Source: an optimization exercise on an open RTL-to-GDS flow (aim: small area and a short achievable clock period). Production flows keep margins and buffers that such runs may drop.
In this exercise RTL edits were held to simulation tests only and were not proved equivalent to the original.
No activity file was given, so power comes from the tool's default toggle rates.

==> flow/design.v <==
`timescale 1ns / 1ps
module mux2_1#(parameter width=32)(
    input [width-1:0] a, 
    input [width-1:0] b, 
    input op,
    output wire [width-1:0] c
    );
    assign c=(op==1'b1)?a:b;
endmodule
`timescale 1ns / 1ps
module adder(
	input wire[31:0] a,b,
	output wire signed[31:0] y
    );
	wire signed [31:0]a1 = a;
	wire signed [31:0]b1 = b;
	assign y = a + b;
endmodule
`timescale 1ns / 1ps
module sleft(
    input [31:0]data,
    output wire [31:0]sl_data
    );
    assign sl_data={data[30:0],1'b0};
endmodule
`timescale 1ns / 1ps
module ALU(
    input [31:0]num1, 
    input [31:0]num2, 
    input [3:0]alucontrol,
    output reg [31:0]ans
    );
    wire signed [31:0]r1 = num1;
    wire signed [31:0]r2 = num2;
    always@(*)begin
        case(alucontrol)
            4'b0001:begin
                ans<=num1+num2;
            end
            4'b0010:begin
                ans<=num1-num2;
            end
            4'b0011:begin
                ans<=num1&num2;
            end
            4'b0100:begin
                ans<=num1|num2;
            end
            4'b0101:begin
                ans<=num1^num2;
            end
            4'b0110:begin
                ans<=num1<<num2;
            end
            4'b0111:begin
                ans<=num1>>num2;
            end
            4'b1000:begin
                ans<=$signed(num1)>>>num2;
            end
            4'b1001:begin
                ans<=(num1<num2)?32'b1:32'b0;
            end
            4'b1010:begin
                ans<=(r1<r2)?32'b1:32'b0;
            end
            4'b0000:begin
                ans<=num2;  
            end
            default:begin
                ans<=32'b0;
            end
        endcase
    end
endmodule
`timescale 1ns / 1ps
module compare(
    input [4:0]opcode,
    input [2:0]f3, 
    input [31:0]rd1,
    input [31:0]rd2,
    output reg cmp
    );
    wire signed [31:0] a1 = rd1;
    wire signed [31:0] b1 = rd2;
    always@(*)begin
        if(opcode==5'b11011||opcode==5'b11001)cmp=1'b1;
        else begin
            case(f3)
                3'b000: begin
                    if(rd1==rd2)cmp=1'b1;
                    else cmp=1'b0;
                end
                3'b101: begin
                    if(a1>=b1)cmp=1'b1;
                    else cmp =1'b0;
                end
                3'b111: begin
                    if(rd1>=rd2)cmp=1'b1;
                    else cmp=1'b0;
                end
                3'b100: begin
                    if(a1<b1)cmp=1'b1;
                    else cmp=1'b0;
                end
                3'b110: begin
                    if(rd1<rd2)cmp=1'b1;
                    else cmp=1'b0;
                end
                3'b001: begin
                    if(rd1!=rd2)cmp=1'b1;
                    else cmp=1'b0;
                end
                default:begin
                    cmp = 1'b0;
                end
            endcase
        end
    end
endmodule
`timescale 1ns / 1ps
module alu_control(
    input [1:0]aluop, 
    input [3:0]f4, 
    output reg [3:0]alucontrol 
    );
    always@(*)begin
        case(aluop)
            2'b11:begin
                alucontrol=4'b0000;
            end
            2'b10:begin
                case(f4)
                    4'b0000:begin
                        alucontrol=4'b0001; 
                    end
                    4'b1000:begin
                        alucontrol=4'b0010; 
                    end
                    4'b0111:begin
                        alucontrol=4'b0011; 
                    end
                    4'b0110:begin
                        alucontrol=4'b0100; 
                    end
                    4'b0100:begin
                        alucontrol=4'b0101; 
                    end
                    4'b0001:begin
                        alucontrol=4'b0110; 
                    end
                    4'b0101:begin
                        alucontrol=4'b0111; 
                    end
                    4'b1101:begin
                        alucontrol=4'b1000; 
                    end
                    4'b0011:begin
                        alucontrol=4'b1001; 
                    end
                    4'b0010:begin 
                        alucontrol=4'b1010;
                    end
                    default:begin
                        alucontrol=4'b1111;
                    end
                endcase
            end
            2'b01:begin
                case(f4[2:0])
                    3'b000:begin
                        alucontrol=4'b0001; 
                    end
                    3'b111:begin
                        alucontrol=4'b0011; 
                    end
                    3'b110:begin
                        alucontrol=4'b0100; 
                    end
                    3'b100:begin
                        alucontrol=4'b0101; 
                    end
                    3'b001:begin
                        alucontrol=4'b0110; 
                    end
                    3'b101:begin
                        if(f4[3]==1'b0)alucontrol=4'b0111; 
                        else alucontrol=4'b1000;
                    end
                    3'b011:begin
                        alucontrol=4'b1001; 
                    end
                    3'b010:begin 
                        alucontrol=4'b1010;
                    end
                    default:begin
                        alucontrol=4'b1111;
                    end
                endcase
            end
            2'b00:begin
                alucontrol=4'b0001; 
            end
        endcase
    end
endmodule
`timescale 1ns / 1ps
module main_control(
    input [4:0]opcode,
    input [2:0]f3,
    output reg [1:0]aluop,
    output reg regwrite,regsrc,memread,memwrite,pc_rs1_sel,branch,alusrc,
    output reg [2:0]immsel
);
    always@(*)begin
        case(opcode)
            5'b01100:begin 
                aluop=2'b10;
                regwrite=1'b1;
                memwrite=1'b0;
                regsrc=1'b0; 
                memread=1'b0;
                immsel=3'b0;
                alusrc=1'b0; 
                pc_rs1_sel=1'b0;
                branch<=1'b0;
            end
            5'b00100:begin
                aluop=2'b01;
                regwrite=1'b1;
                memwrite=1'b0;
                regsrc=1'b0;
                memread=1'b0;
                case(f3)
                    3'b101:begin
                        immsel=3'b001;
                    end
                    3'b001:begin
                        immsel=3'b001;
                    end
                    default:begin
                        immsel=3'b000;
                    end
                endcase
                alusrc=1'b1;
                pc_rs1_sel=1'b0;
                branch<=1'b0;
            end
            5'b00000:begin  
                aluop=2'b00;
                regwrite=1'b1;
                memwrite=1'b0;
                regsrc=1'b1;
                memread=1'b1;
                immsel=3'b000;
                alusrc=1'b1;
                pc_rs1_sel=1'b0;
                branch<=1'b0;
            end
            5'b01000:begin  
                aluop=2'b00;
                regwrite=1'b0;
                memwrite=1'b1;
                regsrc=1'b0;
                memread=1'b0;
                immsel=3'b010;
                alusrc=1'b1;
                pc_rs1_sel=1'b0;
                branch<=1'b0;
            end
            5'b11000:begin
                aluop=2'b00;
                regwrite=1'b0;
                memwrite=1'b0;
                regsrc=1'b0;
                memread=1'b0;
                immsel=3'b011;
                alusrc=1'b0;
                pc_rs1_sel=1'b0;
                branch<=1'b1;
            end
            5'b11011:begin 
                aluop=2'b11;
                regwrite=1'b1;
                memread=1'b0;
                memwrite=1'b0;
                regsrc=1'b0;
                alusrc=1'b0;
                immsel= 3'b100;
                pc_rs1_sel=1'b0;    
                branch<=1'b1;   
            end
            5'b11001:begin 
                aluop=2'b11;
                regwrite=1'b1;
                regsrc=1'b0;
                memread=1'b0;
                memwrite=1'b0;
                alusrc=1'b0;
                immsel=3'b100;
                pc_rs1_sel=1'b1;
                branch<=1'b1;
            end
            5'b01101:begin 
                aluop=2'b11;
                regwrite=1'b1;
                memwrite=1'b0;
                regsrc=1'b0;
                memread=1'b0;
                immsel=3'b101;
                alusrc=1'b1;
                pc_rs1_sel=1'b0;
                branch<=1'b0;
            end
            5'b00101:begin 
                aluop=2'b00;
                regwrite=1'b1;
                memwrite=1'b0;
                regsrc=1'b0;
                memread=1'b0;
                immsel=3'b101;
                alusrc=1'b1;
                pc_rs1_sel=1'b0;
                branch<=1'b0;
            end
            default:begin
                aluop=2'b00;
                regwrite=1'b0;
                memwrite=1'b0;
                regsrc=1'b0;
                memread=1'b0;
                immsel=3'b000;
                alusrc=1'b0;
                pc_rs1_sel=1'b0;
                branch<=1'b0;
            end
        endcase
    end
endmodule
`timescale 1ns / 1ps
module controller(
    input [31:0]instr,  
    output [13:0]sigs
    );
    wire [1:0]aluop;
    main_control main_control(
        .opcode(instr[6:2]),
        .f3(instr[14:12]),
        .aluop(aluop),
        .regwrite(sigs[0]),
        .regsrc(sigs[1]),
        .memread(sigs[2]),
        .memwrite(sigs[3]),
        .pc_rs1_sel(sigs[4]),
        .branch(sigs[5]),
        .alusrc(sigs[6]),
        .immsel(sigs[13:11])
    );
    alu_control alu_control(
        .aluop(aluop),
        .f4({instr[30],instr[14:12]}),
        .alucontrol(sigs[10:7])
    );
endmodule
`timescale 1ns / 1ps
module Hazard_detect(
    input memread,
    input [4:0] rs1, rs2, opcode, rd,
    output reg  hazard
    );
    always@(*)begin
        if(memread==1'b1 && rd!=5'b0)begin
            if(rs1==rd)begin
                if(opcode==5'b01100||opcode==5'b00100||opcode==5'b00000||opcode==5'b01000||opcode==5'b11000||opcode==5'b11001)hazard=1'b1;
                else hazard=1'b0; 
            end 
            else begin
                if(rs2!=rd)hazard=1'b0;
                else begin
                    if(opcode==5'b01100||opcode==5'b01000||opcode==5'b11000)hazard=1'b1;
                    else hazard=1'b0;
                end
            end
        end 
        else hazard =1'b0;
    end
endmodule
`timescale 1ns / 1ps
module Forward_detect(
    input [4:0]opcode,rdM,rdW,rs1,rs2,
    input regwriteM,regwriteW,
    output reg[1:0] forwardA,forwardB
);
    always@(*)begin
        if(regwriteM && (rdM != 5'b0) && (rdM == rs1))forwardA<=2'b10;
        else if(regwriteW && (rdW != 5'b0) && (rdW == rs1))forwardA<=2'b01;
        else forwardA<=2'b00;
        if(regwriteM && (rdM != 5'b0) && (rdM == rs2))forwardB<=2'b10;
        else if(regwriteW && (rdW != 5'b0) && (rdW == rs2))forwardB<=2'b01;
        else forwardB<=2'b00;
    end
endmodule
`timescale 1ns / 1ps
module IF(
    input [31:0]dest,lastpc,
    input error,jump,validE,hazard,clk,rst,memhazard,
    input [31:0]imem_rdata,
    output [31:0]imem_addr,
    output reg[31:0]pc, npc, instr,
    output reg validD
);
    wire [1:0]st[31:0];
    wire [31:0]buf_q[31:0];
    wire [4:0]li = lastpc[4:0];
    wire [1:0]stl = st[li];
    assign imem_addr = (error==1'b1) ? dest : npc;
    reg st_we, buf_we;
    reg [1:0]st_d;
    always@(*)begin
        st_we = 1'b0;
        buf_we = 1'b0;
        st_d = stl;
        if(memhazard==1'b0)begin
            if(error==1'b1)begin
                st_we = 1'b1;
                if(jump==1'b1)begin
                    if(stl==2'b01)begin st_d = 2'b10; buf_we = 1'b1; end
                    else st_d = 2'b01;
                end
                else begin
                    if(stl==2'b10)begin st_d = 2'b01; buf_we = 1'b1; end
                    else st_d = 2'b10;
                end
            end
            else if(validE==1'b1)begin
                if(jump==1'b1)begin
                    if(stl==2'b10)begin st_d = 2'b11; st_we = 1'b1; end
                end
                else begin
                    if(stl==2'b01)begin st_d = 2'b00; st_we = 1'b1; end
                end
            end
        end
    end
    genvar g;
    generate
        for(g=0;g<32;g=g+1)begin: entry
            reg [1:0]state;
            reg [31:0]buffer;
            always@(posedge clk or posedge rst)begin
                if(rst)begin
                    state<=2'b00;
                    buffer<=g+1;
                end
                else begin
                    if(st_we==1'b1 && li==g)state<=st_d;
                    if(buf_we==1'b1 && li==g)buffer<=dest;
                end
            end
            assign st[g] = state;
            assign buf_q[g] = buffer;
        end
    endgenerate
    always@(posedge clk or posedge rst)begin
        if(rst)begin
            pc<=32'b0;
            npc<=32'b0;
            instr<=32'h00000013;
            validD<=1'b0;
        end
        else if(memhazard==1'b1)begin
            pc<=pc;
            npc<=npc;
            instr<=instr;
        end
        else if(error==1'b1)begin
            pc<=dest;
            npc<=buf_q[dest[4:0]];
            instr<=imem_rdata;
            validD<=1'b1;
        end
        else if(hazard==1'b0)begin
            pc<=npc;
            npc<=buf_q[npc[4:0]];
            instr<=imem_rdata;
            validD<=1'b1;
        end
    end
endmodule
`timescale 1ns / 1ps
module ID(
        input clk,rst,hazard,flush,pc_rs1_sel,memread,regwrite,memwrite,alusrc,regsrc,memhazard,validD,
        input [31:0]pc,instr,predictpc,
        input [3:0]alucontrol,
        input [2:0]immsel,
        output reg [31:0]pcE,predictpcE,imm,
        output reg regwriteE,regsrcE,memreadE,memwriteE,alusrcE,branch,pc_rs1_selE,validE,
        output reg [3:0]alucontrolE,
        output reg [4:0]rs1,rs2,rdE,opcode,
        output reg [2:0]f3
    );
    always@(posedge clk)begin
        if(rst||((flush==1'b1||hazard==1'b1)&&memhazard==1'b0))begin
            regwriteE<=1'b0;
            memreadE <=1'b0;
            memwriteE<=1'b0; 
            alusrcE<=1'b0;
            regsrcE <=1'b0;
            alucontrolE <= 4'b0;
            pcE<=32'b0;
            rs1<=5'b0;
            rs2<=5'b0;
            rdE<=5'b0;
            branch<=1'b0;
            opcode<=5'b0;
            pc_rs1_selE<=1'b0;
            f3<=3'b0;
            predictpcE<=32'b0;
            imm<=32'b0;
            validE<=1'b0;
        end 
        else if(memhazard==1'b0)begin
            regwriteE<=regwrite;
            memreadE <=memread;
            memwriteE<=memwrite; 
            alusrcE<=alusrc;
            regsrcE <=regsrc;
            alucontrolE <= alucontrol;
            pcE<=pc;
            rs1<=instr[19:15];
            rs2<=instr[24:20];
            rdE<=instr[11:7];
            if(instr[6:2]==5'b11000||instr[6:2]==5'b11011||instr[6:2]==5'b11001)branch<=1'b1;
            else branch<=1'b0;
            opcode<=instr[6:2];
            pc_rs1_selE<=pc_rs1_sel;
            f3<=instr[14:12];
            predictpcE<=predictpc;
            validE<=validD;
            case(immsel)
                3'b000: imm<={{20{instr[31]}},instr[31:20]};
                3'b001: imm<={27'b0,instr[24:20]};
                3'b010: imm<={{20{instr[31]}},instr[31:25],instr[11:7]};
                3'b011: imm<={{20{instr[31]}},instr[31],instr[7],instr[30:25],instr[11:8]};
                3'b100: imm<={{12{instr[31]}},instr[31],instr[19:12],instr[20],instr[30:21]};
                3'b101: imm<={instr[31:12],{12{1'b0}}};
                default: imm<=32'b0;
            endcase
        end
    end
endmodule
`timescale 1ns / 1ps
module EX(
        input clk,rst,regwrite,regsrc,memread,memwrite,memhazard,
        input [4:0]rd,
        input [31:0]ans,ans2,
        input [2:0]f3,
        output reg [2:0]f3M,
        output reg [31:0]B, aluout,
        output reg [4:0]rdM,
        output reg regsrcM,regwriteM,memreadM,memwriteM
);
    always@(posedge clk)begin
        if(rst)begin
            regsrcM<=1'b0;
            regwriteM<=1'b0;
            memreadM<=1'b0;
            memwriteM<=1'b0;
            aluout <=32'b0;
            B<=32'b0;
            rdM<=5'b0;
            f3M<=3'b0;
        end
        else if(memhazard==1'b1)begin
            regsrcM<=regsrcM;
            regwriteM<=regwriteM;
            memreadM<=memreadM;
            memwriteM<=memwriteM;
            aluout <=aluout;
            B<=B;
            rdM<=rdM;
            f3M<=f3M;
        end 
        else begin
            regsrcM<=regsrc;
            regwriteM<=regwrite;
            memreadM<=memread;
            memwriteM<=memwrite;
            aluout <=ans;
            B<=ans2;
            rdM<=rd;
            f3M<=f3;
        end
    end
endmodule
`timescale 1ns / 1ps
module MEM(
    input clk,rst,regsrc,regwrite,memread,memwrite,
    input [4:0]rd,
    input [31:0]aluout,B,
    input [2:0]f3,
    input [31:0]dmem_rdata,
    output dmem_en,dmem_we,
    output [9:0]dmem_addr,
    output [31:0]dmem_wdata,
    output reg[4:0]rdW,
    output reg regsrcW,regwriteW,memreadW,
    output hazard,
    output reg[31:0]ldata,aluoutW
);
    reg [31:0]D_cache[31:0];
    reg [24:0]tag[31:0];
    reg [31:0]valid,dirty;
    reg hazard_again,wb_pend;
    reg [9:0]wb_addr;
    reg [31:0]wb_data;
    wire [4:0]index = aluout[6:2];
    wire [24:0]atag = aluout[31:7];
    wire [31:0]line = D_cache[index];
    wire [24:0]ltag = tag[index];
    wire hit = valid[index]==1'b1 && ltag==atag;
    wire rmiss = memread==1'b1 && !hit;
    wire wmiss = memwrite==1'b1 && valid[index]==1'b1 && ltag!=atag;
    wire [9:0]victim = {ltag[2:0],index,2'b00};
    wire wmiss_wb = !hazard_again && !rmiss && wmiss && dirty[index]==1'b1;
    assign hazard = rmiss || hazard_again;
    assign dmem_en = hazard_again ? wb_pend : (rmiss | wmiss_wb);
    assign dmem_we = hazard_again ? wb_pend : wmiss_wb;
    assign dmem_addr = hazard_again ? wb_addr : (rmiss ? aluout[9:0] : victim);
    assign dmem_wdata = hazard_again ? wb_data : line;
    always@(posedge clk)begin
        if(!rst)begin
            if(hazard_again==1'b1)D_cache[index]<=dmem_rdata;
            else if(rmiss==1'b1)tag[index]<=atag;
            else if(memwrite==1'b1)begin
                D_cache[index]<=B;
                tag[index]<=atag;
            end
        end
    end
    always@(posedge clk or posedge rst)begin
        if(rst)begin
            regsrcW<=1'b0;
            regwriteW<=1'b0;
            ldata<=32'b0;
            aluoutW<=32'b0;
            rdW<=5'b0;
            memreadW<=1'b0;
            valid<=32'b0;
            dirty<=32'b0;
            hazard_again<=1'b0;
            wb_pend<=1'b0;
            wb_addr<=10'b0;
            wb_data<=32'b0;
        end
        else begin
            if(hazard_again==1'b1)begin
                hazard_again<=1'b0;
                wb_pend<=1'b0;
                dirty[index]<=1'b0;
            end
            else if(rmiss==1'b1)begin
                hazard_again<=1'b1;
                wb_pend<=dirty[index];
                wb_addr<=victim;
                wb_data<=line;
                valid[index]<=1'b1;
            end
            else begin
                memreadW<=memread;
                regsrcW<=regsrc;
                regwriteW<=regwrite;
                aluoutW<=aluout;
                rdW<=rd;
                if(memread==1'b1)begin
                    case(f3)
                        3'b000: ldata<={{24{line[7]}},line[7:0]};
                        3'b001: ldata<={{16{line[15]}},line[15:0]};
                        3'b010: ldata<=line;
                        3'b100: ldata<={{24{1'b0}},line[7:0]};
                        3'b101: ldata<={{16{1'b0}},line[15:0]};
                        default: ldata<=32'b0;
                    endcase
                end
                else ldata<=32'b0;
                if(memwrite==1'b1)begin
                    valid[index]<=1'b1;
                    dirty[index]<=1'b1;
                end
            end
        end
    end
endmodule
`timescale 1ns / 1ps
module WB(
	input clk,memhazard,
	input wena,
	input [4:0] rs1,rs2,wrd,
	input [31:0] wdata,
	output reg [31:0] rd1,rd2
    );
	reg [31:0] rf[31:0];
	always @(posedge clk) begin
		if(memhazard==1'b1)begin
			rd1<=rd1;
			rd2<=rd2;
		end
		else begin
			if(wena) begin
				rf[wrd] <= wdata;
			end
			if(rs1==5'b0)rd1<=32'b0;
			else if(wena && rs1==wrd)rd1<=wdata;
			else rd1<=rf[rs1];
			if(rs2==5'b0)rd2<=32'b0;
			else if(wena && rs2==wrd)rd2<=wdata;
			else rd2<=rf[rs2];
		end
	end
endmodule
`timescale 1ns / 1ps
module datapath(
        input clk, rst, hazard,
        input [31:0]imem_rdata,dmem_rdata,
        input [13:0]sigs, 
        input [1:0]forwardA,forwardB,
        output [31:0]instr,rd2M,npc,dest,aluoutM,
        output error,memreadM,memwriteM, memreadE,regwriteM,regwriteW,
        output [4:0]opcodeE,rdE,rdM,rdW,rs1,rs2,
        output [31:0]imem_addr,
        output dmem_en,dmem_we,
        output [9:0]dmem_addr,
        output [31:0]dmem_wdata,
        output wb_en,
        output [31:0]wb_data
    );
    wire [31:0]pc,pcE,predictpcE,ldata,regwritedata,rd1,rd2,imm,tpc,immsl1,r1,aluoutW,r11,r2,r22,r222,rd2true,rd1true,ans,Btrue1,Btrue2,tdest;
    wire regwriteE,regsrcE,memwriteE,alusrcE,branchE,pc_rs1_selE,regsrcW,regsrcM,cmp,jump,memreadW,memhazard;
    wire [3:0]alucontrolE;
    wire [2:0]f3E,f3M;
    wire validD,validE;
    IF IF(
        .clk(clk),
        .rst(rst),
        .error(error),
        .jump(jump),
        .validE(validE),
        .imem_rdata(imem_rdata),
        .imem_addr(imem_addr),
        .validD(validD),
        .lastpc(pcE),
        .dest(dest/4),
        .hazard(hazard),
        .memhazard(memhazard),
        .pc(pc),
        .npc(npc),
        .instr(instr)
    );
    ID ID(
        .clk(clk),
        .rst(rst),
        .pc(pc),
        .instr(instr),
        .hazard(hazard),
        .flush(error),
        .pc_rs1_sel(sigs[4]),
        .memread(sigs[2]),
        .regwrite(sigs[0]),
        .memwrite(sigs[3]),
        .alusrc(sigs[6]),
        .regsrc(sigs[1]),
        .alucontrol(sigs[10:7]),
        .predictpc(npc),
        .immsel(sigs[13:11]),
        .memhazard(memhazard),
        .validD(validD),
        .predictpcE(predictpcE),
        .validE(validE),
        .pcE(pcE),
        .regwriteE(regwriteE),
        .regsrcE(regsrcE),
        .memreadE(memreadE),
        .memwriteE(memwriteE),
        .alusrcE(alusrcE),
        .alucontrolE(alucontrolE),
        .rs1(rs1),
        .rs2(rs2),
        .rdE(rdE),
        .branch(branchE),
        .opcode(opcodeE),
        .pc_rs1_selE(pc_rs1_selE),
        .f3(f3E),
        .imm(imm)
    );
    assign wb_en = regwriteW & ~memhazard;
    assign wb_data = regwritedata;
    mux2_1 m1(.b(aluoutW),.a(ldata),.op(regsrcW),.c(regwritedata));
    WB WB(
        .clk(clk),
        .wena(regwriteW),
        .wrd(rdW),
        .wdata(regwritedata),
        .rs1(instr[19:15]),
        .rs2(instr[24:20]),
        .memhazard(memhazard),
        .rd1(rd1),
        .rd2(rd2)
    );
    mux2_1 m2(.a(rd1),.b(pcE*4),.op(pc_rs1_selE),.c(tpc));
    sleft sleft(.data(imm),.sl_data(immsl1));
    adder adder(.a(tpc),.b(immsl1),.y(tdest));
    assign dest=(branchE==1'b1&&cmp==1'b1)?tdest:4*pcE+32'd4;
    mux2_1 m3(.b(rd1),.a(aluoutM),.op(forwardA[1]),.c(r1));
    wire [31:0]t1,t2;
    mux2_1 m12(.b(aluoutW),.a(ldata),.op(memreadW==1'b1),.c(t1));
    mux2_1 m4(.b(r1),.a(t1),.op(forwardA[0]),.c(r11));
    mux2_1 m5(.b(rd2),.a(aluoutM),.op(forwardB[1]),.c(r2));
    mux2_1 m13(.b(aluoutW),.a(ldata),.op(memreadW==1'b1),.c(t2));
    mux2_1 m6(.b(r2),.a(t2),.op(forwardB[0]),.c(r22));
    mux2_1 m7(.b(r22),.a(imm),.op(alusrcE),.c(r222));
    mux2_1 m8(.b(r11),.a(4*pcE),.op((opcodeE==5'b00101)?1'b1:1'b0),.c(rd1true));
    mux2_1 m9(.b(r222),.a(4*pcE+32'd4),.op((opcodeE==5'b11011||opcodeE==5'b11001)?1'b1:1'b0),.c(rd2true));
    ALU alu(.num1(rd1true),.num2(rd2true),.alucontrol(alucontrolE),.ans(ans));
    mux2_1 m10(.b(rd2),.a(aluoutM),.op(forwardB[1]),.c(Btrue1));
    mux2_1 m11(.b(Btrue1),.a(t2),.op(forwardB[0]),.c(Btrue2));
    EX EX(
        .clk(clk),
        .rst(rst),
        .rd(rdE),
        .ans(ans),
        .ans2(Btrue2), 
        .regwrite(regwriteE),
        .regsrc(regsrcE),   
        .memread(memreadE),    
        .memwrite(memwriteE),
        .f3(f3E),
        .memhazard(memhazard),
        .B(rd2M),
        .aluout(aluoutM),
        .rdM(rdM),
        .regsrcM(regsrcM),
        .regwriteM(regwriteM),
        .memreadM(memreadM),
        .memwriteM(memwriteM),
        .f3M(f3M)
    );
    compare compare(
        .opcode(opcodeE),
        .f3(f3E),
        .rd1(rd1true),
        .rd2(rd2true),
        .cmp(cmp)
    );
    assign jump = (cmp==1'b1 && branchE==1'b1)?1'b1:1'b0; 
    assign error = validE==1'b1 && !((branchE==1'b0 && predictpcE==pcE+1) ||
                                    (branchE==1'b1 && dest/4==predictpcE));
    MEM MEM(
      .clk(clk),
      .rst(rst),
      .regsrc(regsrcM),
      .regwrite(regwriteM),
      .memread(memreadM),
      .memwrite(memwriteM),
      .rd(rdM),
      .aluout(aluoutM),
      .B(rd2M),
      .f3(f3M),
      .dmem_rdata(dmem_rdata),
      .dmem_en(dmem_en),
      .dmem_we(dmem_we),
      .dmem_addr(dmem_addr),
      .dmem_wdata(dmem_wdata),
      .memreadW(memreadW),
      .rdW(rdW),
      .regsrcW(regsrcW),
      .regwriteW(regwriteW),
      .ldata(ldata),
      .aluoutW(aluoutW),
      .hazard(memhazard)
    );
endmodule
`timescale 1ns / 1ps
module riscv(
    input clk,rst,
    output [31:0]memwdata,memaddra,pc,dest, 
    output memreadM,memwriteM,error,
    output [31:0]imem_addr,
    input [31:0]imem_rdata,
    output dmem_en,dmem_we,
    output [9:0]dmem_addr,
    output [31:0]dmem_wdata,
    input [31:0]dmem_rdata,
    output wb_en,
    output [4:0]wb_rd,
    output [31:0]wb_data
    );
    wire [31:0]instr;
    wire [13:0]sigs;
    wire [4:0]rdE,rdM,rdW,rs1,rs2,opcodeE;
    wire hazard,memreadE,regwriteM,regwriteW;
    wire [1:0]forwardA,forwardB;
    controller controller(
        .instr(instr),  
        .sigs(sigs)
    );
    datapath datapath(
        .clk(clk),
        .rst(rst),
        .hazard(hazard),
        .sigs(sigs),
        .imem_rdata(imem_rdata),
        .dmem_rdata(dmem_rdata),
        .imem_addr(imem_addr),
        .dmem_en(dmem_en),
        .dmem_we(dmem_we),
        .dmem_addr(dmem_addr),
        .dmem_wdata(dmem_wdata),
        .wb_en(wb_en),
        .wb_data(wb_data), 
        .forwardA(forwardA),
        .forwardB(forwardB),
        .instr(instr),
        .rd2M(memwdata),
        .npc(pc),
        .dest(dest),
        .error(error),
        .aluoutM(memaddra),
        .memreadM(memreadM),
        .memwriteM(memwriteM),
        .memreadE(memreadE),
        .opcodeE(opcodeE),
        .regwriteM(regwriteM),
        .regwriteW(regwriteW),
        .rdE(rdE),
        .rdM(rdM),
        .rdW(rdW),
        .rs1(rs1),
        .rs2(rs2)
    );
    assign wb_rd = rdW;
    Hazard_detect Hazard_detect(
        .opcode(instr[6:2]),
        .memread(memreadE),
        .rd(rdE),
        .rs1(instr[19:15]),
        .rs2(instr[24:20]),
        .hazard(hazard)
    );
    Forward_detect Forward_detect(
        .opcode(opcodeE),
        .rdM(rdM),
        .rdW(rdW),
        .rs1(rs1),
        .rs2(rs2),
        .regwriteM(regwriteM),
        .regwriteW(regwriteW),
        .forwardA(forwardA),
        .forwardB(forwardB)
    );
endmodule
`timescale 1ns / 1ps
module top(
    input clk,rst,
    output [31:0]imem_addr,
    input [31:0]imem_rdata,
    output dmem_en,dmem_we,
    output [9:0]dmem_addr,
    output [31:0]dmem_wdata,
    input [31:0]dmem_rdata,
    output [31:0]memwdata,memaddra,
    output memreadM,memwriteM,
    output wb_en,
    output [4:0]wb_rd,
    output [31:0]wb_data
);
    wire [31:0]pc,dest;
    wire error;
    riscv riscv(
        .clk(clk),
        .rst(rst),
        .memwdata(memwdata),
        .memaddra(memaddra),
        .pc(pc),
        .dest(dest),
        .memreadM(memreadM),
        .memwriteM(memwriteM),
        .error(error),
        .imem_addr(imem_addr),
        .imem_rdata(imem_rdata),
        .dmem_en(dmem_en),
        .dmem_we(dmem_we),
        .dmem_addr(dmem_addr),
        .dmem_wdata(dmem_wdata),
        .dmem_rdata(dmem_rdata),
        .wb_en(wb_en),
        .wb_rd(wb_rd),
        .wb_data(wb_data)
    );
endmodule
==> flow/run.sh <==
#!/bin/bash
# synth_recipe.tcl (not shown) runs the flow's synth.tcl, then flattens the netlist and writes it again
# the make line also repeats each setting of config.mk as NAME=value (left out here)
make -C /OpenROAD-flow-scripts/flow DESIGN_CONFIG=/design/flow/config.mk WORK_HOME=/design/flow/orfs CLKGATE_MAP_FILE= SYNTH_SCRIPT=/design/flow/synth_recipe.tcl finish
==> flow/config.mk <==
export PLATFORM = sky130hd
export DESIGN_NAME = top
export DESIGN_NICKNAME = top
export VERILOG_FILES = /design/flow/design.v
export SDC_FILE = /design/flow/constraint.sdc
export NUM_CORES = 4
export LEC_CHECK = 0
export CAP_MARGIN = 20
export CORE_MARGIN = 2
export CORE_UTILIZATION = 40
export SLEW_MARGIN = 20
==> flow/constraint.sdc <==
create_clock -name core_clock -period 20.0 [get_ports {clk}]
set_input_delay 4.0000 -clock core_clock [delete_from_list [all_inputs] [get_ports {clk}]]
set_output_delay 4.0000 -clock core_clock [all_outputs]
set_load 0.01 [all_outputs]
==> flow_summary_export.csv <==
group,metric,value,unit
outcome,status,"timing/DRC/antenna clean",
floorplan,ios,246,
worst_setup_path,arrival,13380,ps
timing,rsz0062_at_grt,"no",
global_route,grt_pass1_vias,134000,
clock_tree,cts_setup_buffers,0,
clock_tree,cts.path.max_buffers,4,
floorplan,die_w,721,µm
global_route,grt_antenna_before_repair,49,
timing,holdWs,447,ps
pwr,leakage,83.7,nW
timing,setup_viol,0,
worst_setup_path,critPathMaxStageDelay,800,ps
final_layout,final_core_util,0.455,
route,vias_per_cell,6.75,
route,drt_pass1_iterations,7,
place,place_area,0.218,mm²
synthesis,synth_ff_type,"edfxtp_1",
pwr,seq_power_share,0.423,
synthesis,ys_seq_area_frac,0.603,
flow_run,drv_cap,0,
clock_tree,insertion_delay,1120,ps
worst_setup_path,start_kind,"flop",
final_layout,nNetsFinal,13800,
clock_tree,cts_num_sinks,4410,
place,dpl.cell_count,19900,
pwr,ir_drop,0.0000877,V
final_layout,regArea,0.124,mm²
final_layout,design_area,0.233,mm²
global_route,grt_usage,0.298,
floorplan,coreArea,0.513,mm²
synthesis,synth_edf_count,2912,
worst_setup_path,cp_slowest_cell,"nor4_1",
timing,period_share,0.869,
synthesis,syn_avg_cell_area,15.3,µm²
pwr,power,25.5,mW
worst_setup_path,crit_path_frequent_cell,"buf_4",
final_layout,drive_above_1_share,0.296,
worst_setup_path,cp_max_fo,44,
timing,fmax,0.0575,GHz
clock_tree,htreeDepth,5,
place,place_ws,3710,ps
route,drt-initial-drc-count,22900,
global_route,grt.met1_usage,0.407,
pwr,power_frac_comb,0.239,
global_route,grt_max_degree,170,
timing,worstMarginPinSlew,1330,ps
synthesis,syn_inst,13500,
final_layout,area_growth,13.4,%
timing,finalHoldViolations,0,
clock_tree,ctsHoldBuffers,0,
floorplan,start_util,0.401,
route,vias,140000,
clock_tree,path_clk_slew,60,ps
clock_tree,cts_tree,"yes",
route,drt_wl_total,798,mm
clock_tree,cts_buffers,462,
synthesis,ys_types,95,
worst_setup_path,cp-end-kind,"output port",
pwr,p_int,17.3,mW
final_layout,fill_cells,44800,
place,dp_hpwl,469,mm
clock_tree,cts_root_buf,"clkbuf_16",
route,wl_per_cell,38.4,µm
route,drc,0,
pwr,p_sw_frac,0.321,
clock_tree,cts_resized,0,
global_route,grt-busiest-layer,"met2",
place,portBuffers,241,
pwr,p_per_area,109,mW/mm²
timing,timing.setup.tns,0,ps
worst_hold_path,hold_class,"flop to flop",
final_layout,multi_input_area,0.0785,mm²
place,routabilityCongestion,0.994,
timing,final_max_slew_viol_count,0,
worst_setup_path,critPathKind,"flop to output port",
timing,slew_headroom,0.107,
global_route,grt_first_pass_wirelength,1090,mm
synthesis,ys_ff_latch,4410,
pwr,power.switching,8.18,mW
synthesis,async_reset_ff_frac,0.293,
global_route,use_met3,0.0871,
floorplan,num_rows,263,
global_route,grtUsageMet2,0.433,
floorplan,fp.dieH,721,µm
timing,period_minus_slack,17380,ps
timing,skew,157,ps
pwr,p_clk_frac,0.338,
floorplan,die_area,0.520,mm²
global_route,grt_overflow,0,
worst_setup_path,worst_ep_required_time,16000,ps
final_layout,final_cell_count_no_fill,20800,
route,final_antenna_net_count,0,
synthesis,synthesis.area,0.206,mm²
synthesis,yosys_warnings,11,
timing,timing.final.ws_setup,2620,ps
-- worst max-delay path: cells and delay by family, from the launching register on --
kind	cells	cell delay [ps]
multiplexers	3	880
buffers and inverters	7	3220
adder cells (fa/ha/maj)	1	520
flip-flops	1	720
XOR/XNOR	1	110
AND/OR/NAND/NOR	10	4650
AO/OA/AOI/OAI	6	2110
-- cell usage in the layout, fill, tap and decap left out, types with 45 or more instances in the layout --
| cell | instances |
|---|---|
| xor2_1 | 65 |
| dfxtp_1 | 181 |
| a211oi_1 | 98 |
| a221oi_1 | 211 |
| a31oi_1 | 105 |
| xnor2_1 | 108 |
| o211ai_1 | 54 |
| mux2_2 | 1272 |
| mux4_2 | 1226 |
| dfstp_2 | 82 |
| o31ai_1 | 59 |
| a21oi_1 | 397 |
| clkinv_2 | 82 |
| clkdlybuf4s50_1 | 240 |
| nor4_1 | 64 |
| clkbuf_1 | 118 |
| nor3_1 | 99 |
| inv_1 | 147 |
| clkinv_1 | 76 |
| a21o_1 | 79 |
| clkbuf_16 | 468 |
| dfrtp_1 | 1198 |
| mux2_1 | 57 |
| nand2_1 | 582 |
| nor2_1 | 505 |
| ha_1 | 142 |
| buf_4 | 527 |
| mux2i_1 | 213 |
| o21ai_0 | 342 |
| nor2_4 | 130 |
| a22o_1 | 254 |
| nand3_1 | 160 |
| o221ai_1 | 50 |
| a22oi_1 | 586 |
| edfxtp_1 | 2912 |
| nand4_1 | 165 |
| nor2b_1 | 45 |
-- final timing paths --
path                                                        from                                     end  slack [ps]  cells past startpoint
setup / recovery                       riscv.datapath.MEM.rdW[4]                            imem_addr[0]        2620                     28
hold / removal             riscv.datapath.IF.entry[0].buffer[21]               riscv.datapath.IF.npc[21]         450                      2
setup reg to reg                       riscv.datapath.MEM.rdW[4]  riscv.datapath.IF.entry[15].buffer[27]        6900                     30
hold reg to reg            riscv.datapath.IF.entry[0].buffer[21]               riscv.datapath.IF.npc[21]         450                      2
max in group asynchronous                                    rst   riscv.datapath.IF.entry[0].buffer[18]       12190                      7
min in group asynchronous                                    rst             riscv.datapath.MEM.ldata[8]        3240                      2
-- cells by family (layout without fill, tap and decap cells) --
kind of cell / Yosys count / in the layout / share of synthesized area
DFF: 4410 / 4410 / 0.603
muxes: 2795 / 2795 / 0.219
AOI/OAI and AO/OA: 2602 / 2602 / 0.0905
and+or+nand+nor: 2082 / 2082 / 0.0476
buffers and inverters: 1270 / 1791 / 0.0239
xor gates and xnor gates: 175 / 175 / 0.00752
adders and majority gates: 145 / 145 / 0.00893
other: 1 / 21 / 0.0000182
-- registers in the layout (all words and copies together), names as in the netlist, 8 cells and up, named ones only --
register and count:
riscv.datapath.WB.rd1 32, riscv.datapath.ID.imm 32, riscv.datapath.MEM.valid 32, riscv.datapath.IF.entry.state 64, riscv.datapath.MEM.D_cache 1024, riscv.datapath.MEM.aluoutW 32, riscv.datapath.ID.predictpcE 30, riscv.datapath.IF.pc 30
riscv.datapath.IF.entry.buffer 960, riscv.datapath.MEM.wb_data 32, riscv.datapath.IF.instr 30, riscv.datapath.EX.B 32, riscv.datapath.WB.rd2 32, riscv.datapath.MEM.ldata 32, riscv.datapath.MEM.wb_addr 8, riscv.datapath.EX.aluout 32
riscv.datapath.WB.rf 1024, riscv.datapath.MEM.tag 800, riscv.datapath.IF.npc 30, riscv.datapath.ID.pcE 30
-- synth_stat cells, types with 29 or more instances --
cell type | instances | area, µm²
nor3_1 | 136 | 681
o31ai_1 | 61 | 458
ha_1 | 142 | 1780
dfrtp_1 | 1210 | 30300
edfxtp_1 | 2912 | 87400
inv_1 | 150 | 563
xor2_1 | 65 | 569
a22oi_1 | 586 | 4400
buf_2 | 70 | 350
mux2_2 | 1272 | 14300
a31oi_1 | 106 | 663
a211oi_1 | 98 | 736
mux2_1 | 57 | 642
and3_1 | 37 | 231
mux4_2 | 1226 | 27600
dfxtp_1 | 206 | 4120
a221oi_1 | 211 | 1850
nor2_1 | 636 | 2390
o22ai_1 | 34 | 213
a21o_1 | 80 | 601
nand4_1 | 165 | 1030
dfstp_2 | 82 | 2150
a22o_1 | 254 | 2220
mux2i_1 | 240 | 2400
a31o_2 | 29 | 254
and2_1 | 40 | 250
nand2_1 | 585 | 2200
a21oi_1 | 407 | 2040
o21ai_0 | 345 | 1730
buf_1 | 173 | 649
clkbuf_1 | 852 | 3200
or3_1 | 33 | 206
nor2b_1 | 46 | 288
nand2b_1 | 44 | 275
nor4_1 | 85 | 532
o221ai_1 | 50 | 438
xnor2_1 | 109 | 955
nand3_1 | 161 | 806
o211ai_1 | 54 | 405
o32a_1 | 32 | 320
-- area by class of cell --
cell class | instances | area share
antenna | 19 | 0.000204
sequential | 4410 | 0.532
inverter | 158 | 0.00258
clock buffer | 629 | 0.0546
multi-input combinational | 7801 | 0.336
clock inverter | 224 | 0.00947
tap | 6757 | 0.0362
timing repair buffer | 780 | 0.0284
-- layer usage --
metal,vias up,part of all wire,wire length (µm)
met2,9846,0.43,342000
met3,2350,0.12,97000
met1,73500,0.39,307000
met5,-,0.00034,268
met4,28,0.064,51100
li1,54500,-,-
-- power groups by stage --
| stage | Clock [mW] | Combinational (mW) | Sequential (mW) |
|---|---|---|---|
| final | 8.61 | 6.09 | 10.8 |
| after global routing | 9.04 | 6.30 | 10.8 |
| after CTS | 8.68 | 5.94 | 10.7 |
| after detailed placement | 0 | 5.92 | 10.9 |
| after global placement | 0 | 5.90 | 10.9 |
| after floorplan | 0 | 3.42 | 10.7 |

separate check: timing with driven ports:
How much do the figures lean on ideal ports? The routed layout below was timed once more, with nothing changed but the port constraints.
Step 1 (the two cells are an assumption about what drives the block):
set clk [get_ports {clk}]
set_driving_cell -lib_cell sky130_fd_sc_hd__clkbuf_16 $clk
set_driving_cell -lib_cell sky130_fd_sc_hd__buf_2 [delete_from_list [all_inputs] $clk]
Step 2 adds t to the input delays and takes it off the output delays; t is the mean of the earliest and latest rising clock arrival at the registers after step 1. Input paths then give back, and output paths get back, about the clock's delay inside the block.
Slacks: ideal / step 1 / step 2; pairs: ideal / step 1.
t, ns: 1.165
setup WS [ns]: 2.616 / 2.490 / 3.655
worst hold slack (ns): 0.447 / 0.447 / 0.447
latest minus earliest clock arrival (ns): 0.167 / 0.166
slew at the worst register clock pin (ns): 0.07 / 0.07
After both steps setup and hold are still met in this run. For this run, drivers alone change the setup slack by -0.126 ns; drivers and shift together by +1.039 ns.
